This is an optimization exercise on Yosys and OpenROAD, whose aim is small area and a short achievable clock period, not a production implementation. In this exercise RTL edits were held to simulation tests only and were not proved equivalent to the original. Power figures rest on the tool's default switching activity, not on a simulated workload.

## v7
==> flow/design.v <==
module APB_master (
    input PCLK,
    input PRESETn,
    input psel1,
    input [3:0] pstrb,
    input Transfer,
    input pwrite,
    input [31:0] pwdata,
    output ld,                  
    output wc,                  
    output rd_en,               
    output reg [31:0] wd        
    );
    reg s_setup, s_access, s_hung;
    wire s_idle = ~(s_setup | s_access | s_hung);
    always @(posedge PCLK or negedge PRESETn) begin
        if (!PRESETn) begin
            s_setup  <= 1'b0;
            s_access <= 1'b0;
            s_hung   <= 1'b0;
        end else begin
            s_setup  <= (s_idle | s_access) & Transfer;
            s_access <= s_setup & psel1;
            s_hung   <= s_hung | (s_setup & ~psel1);
        end
    end
    assign ld = s_setup;
    reg wr;
    always @(posedge PCLK)
        if (s_setup)
            wr <= pwrite;
    function [31:0] encode(input [31:0] d, input [3:0] s);
        case (s)
            4'b0001: encode = {{24{d[7]}}, d[7:0]};
            4'b0010: encode = {{16{d[15]}}, d[15:8], 8'h00};
            4'b0011: encode = {{16{d[15]}}, d[15:0]};
            4'b0100: encode = {{16{d[23]}}, d[23:16], 8'h00};
            4'b0101: encode = {{8{d[23]}}, d[23:16], 8'h00, d[7:0]};
            4'b0110: encode = {{8{d[23]}}, d[23:8], 8'h00};
            4'b0111: encode = {{8{d[23]}}, d[23:0]};
            4'b1000: encode = {d[31:24], 24'h000000};
            4'b1001: encode = {d[31:24], 16'h0000, d[7:0]};
            4'b1010: encode = {d[30:23], 8'h00, d[15:8], 8'h00};
            4'b1011: encode = {d[30:23], 8'h00, d[15:0]};
            4'b1100: encode = {d[31:16], 16'h0000};
            4'b1101: encode = {d[31:16], 8'h00, d[7:0]};
            4'b1110: encode = {d[31:8], 8'h00};
            4'b1111: encode = d;
            default: encode = 32'h00000000;
        endcase
    endfunction
    always @(posedge PCLK) begin
        if (s_setup)
            wd <= pwdata;
        else if (s_access)
            wd <= encode(wd, pstrb);
    end
    assign wc = s_access & wr;
    assign rd_en = s_access & ~wr & (pstrb == 4'b0000);
endmodule
module APB_Slave (
    input PCLK,
    input PRESETn,
    input [31:0] paddr,
    input ld,                   
    input wc,                   
    input rd_en,                
    input [31:0] wd,
    output reg [31:0] PRDATA
    );
    wire in_range = ~|paddr[31:10];
    wire [8*32-1:0] qrd;
    genvar j;
    generate
        for (j = 0; j < 8; j = j + 1) begin : q
            APB_memquad quad (
                .PCLK(PCLK), .ld(ld),
                .sel_in(in_range & (paddr[9:7] == j)), .a_in(paddr[6:0]),
                .wc(wc), .wd(wd), .rd(qrd[32*j +: 32])
            );
        end
    endgenerate
    wire [31:0] n0, n1, n2, n3, p0, p1, rd_n;
    APB_nor2 o0 (.a(qrd[0 +: 32]),   .b(qrd[32 +: 32]),  .y(n0));
    APB_nor2 o1 (.a(qrd[64 +: 32]),  .b(qrd[96 +: 32]),  .y(n1));
    APB_nor2 o2 (.a(qrd[128 +: 32]), .b(qrd[160 +: 32]), .y(n2));
    APB_nor2 o3 (.a(qrd[192 +: 32]), .b(qrd[224 +: 32]), .y(n3));
    APB_nand2 a0 (.a(n0), .b(n1), .y(p0));
    APB_nand2 a1 (.a(n2), .b(n3), .y(p1));
    APB_nor2 o4 (.a(p0), .b(p1), .y(rd_n));
    always @(posedge PCLK or negedge PRESETn) begin
        if (!PRESETn)
            PRDATA <= 32'h00000000;
        else if (rd_en)
            PRDATA <= ~rd_n;
    end
endmodule
module APB_memquad (
    input PCLK,
    input ld,
    input sel_in,
    input [6:0] a_in,
    input wc,
    input [31:0] wd,
    output [31:0] rd
    );
    wire [4*32-1:0] grd;
    genvar j;
    generate
        for (j = 0; j < 4; j = j + 1) begin : g
            APB_memgroup grp (
                .PCLK(PCLK), .ld(ld),
                .sel_in(sel_in & (a_in[6:5] == j)), .a_in(a_in[4:0]),
                .wc(wc), .wd(wd), .rd(grd[32*j +: 32])
            );
        end
    endgenerate
    wire [31:0] n0, n1;
    APB_nor2 o0 (.a(grd[0 +: 32]),  .b(grd[32 +: 32]), .y(n0));
    APB_nor2 o1 (.a(grd[64 +: 32]), .b(grd[96 +: 32]), .y(n1));
    APB_nand2 a0 (.a(n0), .b(n1), .y(rd));
endmodule
module APB_memgroup (
    input PCLK,
    input ld,
    input sel_in,
    input [4:0] a_in,
    input wc,                   
    input [31:0] wd,
    output [31:0] rd
    );
    reg wv;
    always @(posedge PCLK)
        wv <= wc;
    reg [3:0] h;
    reg [7:0] l;
    always @(posedge PCLK)
        if (ld) begin
            h <= {3'd0, sel_in} << a_in[4:3];
            l <= 8'd1 << a_in[2:0];
        end
    wire [31:0] s;
    wire [31:0] we;
    wire [32*32-1:0] q;
    genvar k;
    generate
        for (k = 0; k < 32; k = k + 1) begin : w
            assign s[k]  = h[k/8] & l[k%8];
            assign we[k] = s[k] & wv;
            APB_memword word (.PCLK(PCLK), .we(we[k]), .keep(~we[k]), .wd(wd),
                              .q(q[32*k +: 32]));
        end
    endgenerate
    wire [4*32-1:0] r8;
    generate
        for (k = 0; k < 4; k = k + 1) begin : m
            APB_rdmux8 mux (.s(s[8*k +: 8]), .q(q[256*k +: 256]), .rd(r8[32*k +: 32]));
        end
    endgenerate
    wire [31:0] n0, n1;
    APB_nor2 o0 (.a(r8[0 +: 32]),  .b(r8[32 +: 32]), .y(n0));
    APB_nor2 o1 (.a(r8[64 +: 32]), .b(r8[96 +: 32]), .y(n1));
    APB_nand2 a0 (.a(n0), .b(n1), .y(rd));
endmodule
module APB_rdmux8 (
    input [7:0] s,
    input [8*32-1:0] q,
    output [31:0] rd
    );
    assign rd = (q[0 +: 32]   & {32{s[0]}}) | (q[32 +: 32]  & {32{s[1]}}) |
                (q[64 +: 32]  & {32{s[2]}}) | (q[96 +: 32]  & {32{s[3]}}) |
                (q[128 +: 32] & {32{s[4]}}) | (q[160 +: 32] & {32{s[5]}}) |
                (q[192 +: 32] & {32{s[6]}}) | (q[224 +: 32] & {32{s[7]}});
endmodule
module APB_memword (
    input PCLK,
    input we,
    input keep,
    input [31:0] wd,
    output reg [31:0] q
    );
    always @(posedge PCLK)
        q <= (q & {32{keep}}) | (wd & {32{we}});
endmodule
module APB_nor2 (
    input [31:0] a,
    input [31:0] b,
    output [31:0] y
    );
    assign y = ~(a | b);
endmodule
module APB_nand2 (
    input [31:0] a,
    input [31:0] b,
    output [31:0] y
    );
    assign y = ~(a & b);
endmodule
module APB_top #(
        parameter ADDR_WIDTH = 32,
        parameter DATA_WIDTH = 32
    ) (
    input PCLK,
    input PRESETn,
    input [ADDR_WIDTH-1:0] paddr,
    input psel1,
    input [(DATA_WIDTH/8)-1:0] pstrb,
    input Transfer,
    input pwrite,
    input [DATA_WIDTH-1:0] pwdata,
    output [31:0] PRDATA
    );
    wire        ld;
    wire        wc;
    wire        rd_en;
    wire [31:0] wd;
    APB_master Master (
        .PCLK(PCLK), .PRESETn(PRESETn),
        .psel1(psel1), .pstrb(pstrb), .Transfer(Transfer),
        .pwrite(pwrite), .pwdata(pwdata),
        .ld(ld), .wc(wc), .rd_en(rd_en), .wd(wd)
    );
    APB_Slave Slave (
        .PCLK(PCLK), .PRESETn(PRESETn),
        .paddr(paddr), .ld(ld), .wc(wc), .rd_en(rd_en), .wd(wd),
        .PRDATA(PRDATA)
    );
endmodule
export LEC_CHECK = 0
export CAP_MARGIN = 35
export CORE_MARGIN = 2
export CORE_UTILIZATION = 55
export CTS_CLUSTER_DIAMETER = 80
export CTS_CLUSTER_SIZE = 25
export PLACE_DENSITY = 0.65
export SETUP_SLACK_MARGIN = 3.3
export SLEW_MARGIN = 35
export SYNTH_HIERARCHICAL = 1
export SYNTH_MEMORY_MAX_BITS = 65536
create_clock -name core_clock -period 7.0 [get_ports {PCLK}]
run.sh (not shown) runs the stock make flow with config.mk's settings and CLKGATE_MAP_FILE= SYNTH_SCRIPT=/design/flow/synth_recipe.tcl, a recipe that flattens the netlist after the stock synthesis.
v7: flow completed, timing, DRC and antenna clean
Modified inputs, v35 compared to v7
diff --git a/flow/config.mk b/flow/config.mk
--- a/flow/config.mk
+++ b/flow/config.mk
@@ -13,3 +13,3 @@
 export PLACE_DENSITY = 0.65
-export SETUP_SLACK_MARGIN = 3.3
+export SETUP_SLACK_MARGIN = 3.2
 export SLEW_MARGIN = 35
[summary]
- STATUS run=v35 STAGES=ALL_DONE FINAL_CHECKS=FAILED CAUSE=antenna rules
- Status: number of inserted filler cells in the final layout parity (v35, v7)
- Delta (v35 minus v7): sequential share of layout area ~0 delta; final area shows no meaningful change; via-per-instance ratio level.
- The total vias in the final route was comparable across v35 and v7.
- v35 packs its core looser than v7.
- Wire length of the first global-routing pass: v35 vs v7, no meaningful difference
- v35 vs v7: highest cell delay on the worst timing path down
Here is what was changed in the inputs of v42 compared with v35.
diff --git a/flow/config.mk b/flow/config.mk
--- a/flow/config.mk
+++ b/flow/config.mk
@@ -9,7 +9,7 @@
 export CORE_MARGIN = 2
-export CORE_UTILIZATION = 55
+export CORE_UTILIZATION = 60
 export CTS_CLUSTER_DIAMETER = 80
 export CTS_CLUSTER_SIZE = 25
-export PLACE_DENSITY = 0.65
-export SETUP_SLACK_MARGIN = 3.2
+export PLACE_DENSITY = 0.68
+export SETUP_SLACK_MARGIN = 3.5
 export SLEW_MARGIN = 35
- v42 ended with every stage complete and zero timing, DRC or antenna violations.
- v42 — clock latency on the worst-skew pair 0.05 ns lower, v35 as reference
- v42 vs. v35: final setup slack of the worst path now sits lower, share of total power in sequential cells now sits at about the same level.
- Headroom to the max-slew limit: v42 vs v35 up 7.5 points
- Row wire length on met1: v42 lower / v35 higher
- Looking only at antenna cell count, and setting everything else aside, the higher value of v42 and v35 goes to v35.
- Going from v35 to v42, the global routing met2 resource utilization was found to have gone up by 4.2 points.
- v42 has period utilization above what v35 had.
The following lists how v8 was set up differently from v42:
diff --git a/flow/config.mk b/flow/config.mk
--- a/flow/config.mk
+++ b/flow/config.mk
@@ -9,7 +9,7 @@
 export CORE_MARGIN = 2
-export CORE_UTILIZATION = 60
+export CORE_UTILIZATION = 55
 export CTS_CLUSTER_DIAMETER = 80
 export CTS_CLUSTER_SIZE = 25
-export PLACE_DENSITY = 0.68
-export SETUP_SLACK_MARGIN = 3.5
+export PLACE_DENSITY = 0.65
+export SETUP_SLACK_MARGIN = 3.1
 export SLEW_MARGIN = 35
Results
In v8 the implementation completed, yet the final layout does not meet the checks, the culprit being antenna rules.
Against v42, maximum vdd ir drop in v8 came out better.
Cell count (v8 over v42): increase, 1,729
Per the comparison of v8 with v42, routing usage on met1 lost 3.7 points; fraction of power consumed by the clock network picked up an extra 1.0 points; measured slew at the worst slew-check pin neither gained nor lost much.
Per the comparison of v8 with v42, multi-input gate share of the layout cell area decreased by 0.21 points relative to the old numbers, number of antenna violations at the first check in global routing increased by 22 relative to the old numbers, net count after synthesis closely matched the old numbers, non-clock buffering overhead in the final layout decreased by 0.64 points relative to the old numbers, global-route usage decreased by 3.4 points relative to the old numbers.
Changes in v54 relative to v8:
diff --git a/flow/config.mk b/flow/config.mk
--- a/flow/config.mk
+++ b/flow/config.mk
@@ -12,4 +12,4 @@
 export CTS_CLUSTER_SIZE = 25
-export PLACE_DENSITY = 0.65
-export SETUP_SLACK_MARGIN = 3.1
+export PLACE_DENSITY = 0.62
+export SETUP_SLACK_MARGIN = 3.3
 export SLEW_MARGIN = 35
==> comparison <==
- v54: all stages complete, timing, DRC and antenna checks passed
- Synthesis-to-finish area growth delta for v54 relative to v8: 0.64 points higher
- Of the two values seen for capture point of the critical path, Slave.PRDATA[19] was produced by v8 and Slave.PRDATA[29] by v54.
- Delta (v54 minus v8): required time of the critical path shows an increase of 0.03 ns; maximum number of pins on one net before global-route repair down 8; number of instances resized during post-cts repair now sits higher; sum of negative setup slack did not really move; routed wire length went up.
- Initial antenna violation count for v54: 24 down relative to v8
- On portion of the layout cell area used by clock cells, v8 and v54 are neck and neck.
- On post-detailed-placement half-perimeter wirelength, v8 beats v54.
- Total power of v54 is higher than that of v8.
- v54 vs v8: shortest clock period the worst path allows after layout up in v54

* * *

RTL: the design.v shown in full above, as it stands there.
Settings: LEC_CHECK=0, CAP_MARGIN=28, CORE_MARGIN=2, CORE_UTILIZATION=55, CTS_CLUSTER_DIAMETER=80, CTS_CLUSTER_SIZE=25, PLACE_DENSITY=0.65, SETUP_SLACK_MARGIN=3.3, SLEW_MARGIN=28, SYNTH_HIERARCHICAL=1, SYNTH_MEMORY_MAX_BITS=65536; clock period 7.0 ns.
Change:
Settings changed: CAP_MARGIN 28 to 35, SETUP_SLACK_MARGIN 3.3 to 3.5, SLEW_MARGIN 28 to 35.
=> Setup slack got worse by 0.057 ns. Utilization grows by 0.52 points. Cell count rises by about 0.33%. Flip-flop and latch count stays the same.
Change:
Settings changed: CAP_MARGIN 35 to 20, SLEW_MARGIN 35 to 20.
=> This time the run ran to the end with violations: max-slew violations; non-clock buffer count is lower by 167; core utilization is lower by 0.20 points; synthesized cell count stays the same; first-iteration DRC count is lower by 1.1%; design area is lower by 0.34%.
Change:
Settings changed: CAP_MARGIN 20 to 35, SETUP_SLACK_MARGIN 3.5 to 3.4, SLEW_MARGIN 20 to 35.
Outcome: Now the flow went through all stages and came out clean; synthesized area stays the same; utilization hardly moves; clock skew rises by 0.025 ns; hold slack is about the same; final cell count barely changes; clock power is about the same; global-route usage hardly moves; non-clock buffer count drops by 53; routed wire length hardly moves; power barely changes.

-- separate check: timing with driven ports --
The results above use ideal ports. As a check the final layouts listed here were re-extracted and re-timed, cells and wires unchanged. Step 1: set_driving_cell puts a clkbuf_16 on PCLK and a buf_2 on each other input, an assumption about the parent block. Step 2 adds t to the input delays and takes it off the output delays; t is the mean of the earliest and latest rising clock arrival at the registers after step 1. Input paths then give back, and output paths get back, about the clock's delay inside the block. Slacks: no drivers / after step 1 / after step 2; pairs: no drivers / after step 1.
run | t, ns | setup slack, ns | worst setup path at the end | clock arrival spread, ns
v7 | 1.880 | 3.067 / 2.837 / 1.983 | input to register | 0.120 / 0.120
v35 | 1.853 | 3.055 / 2.859 / 2.071 | input to register | 0.116 / 0.116
v42 | 1.858 | 2.987 / 2.788 / 1.786 | input to register | 0.104 / 0.104
v8 | 1.867 | 2.904 / 2.850 / 2.097 | input to register | 0.112 / 0.113
v54 | 1.831 | 2.878 / 2.751 / 1.510 | input to register | 0.133 / 0.133
the first run of note 2 | 1.863 | 3.082 / 2.890 / 2.010 | input to register | 0.118 / 0.117
the second run of note 2 | 1.871 | 3.024 / 2.838 / 2.097 | input to register | 0.119 / 0.120
the third run of note 2 | 1.817 | 2.987 / 2.873 / 1.877 | input to register | 0.104 / 0.104
the fourth run of note 2 | 1.866 | 2.988 / 2.846 / 2.080 | input to register | 0.118 / 0.118
The setup slack of v54, which loses most, moves by -0.127 ns with the drivers and by -1.368 ns with both steps.
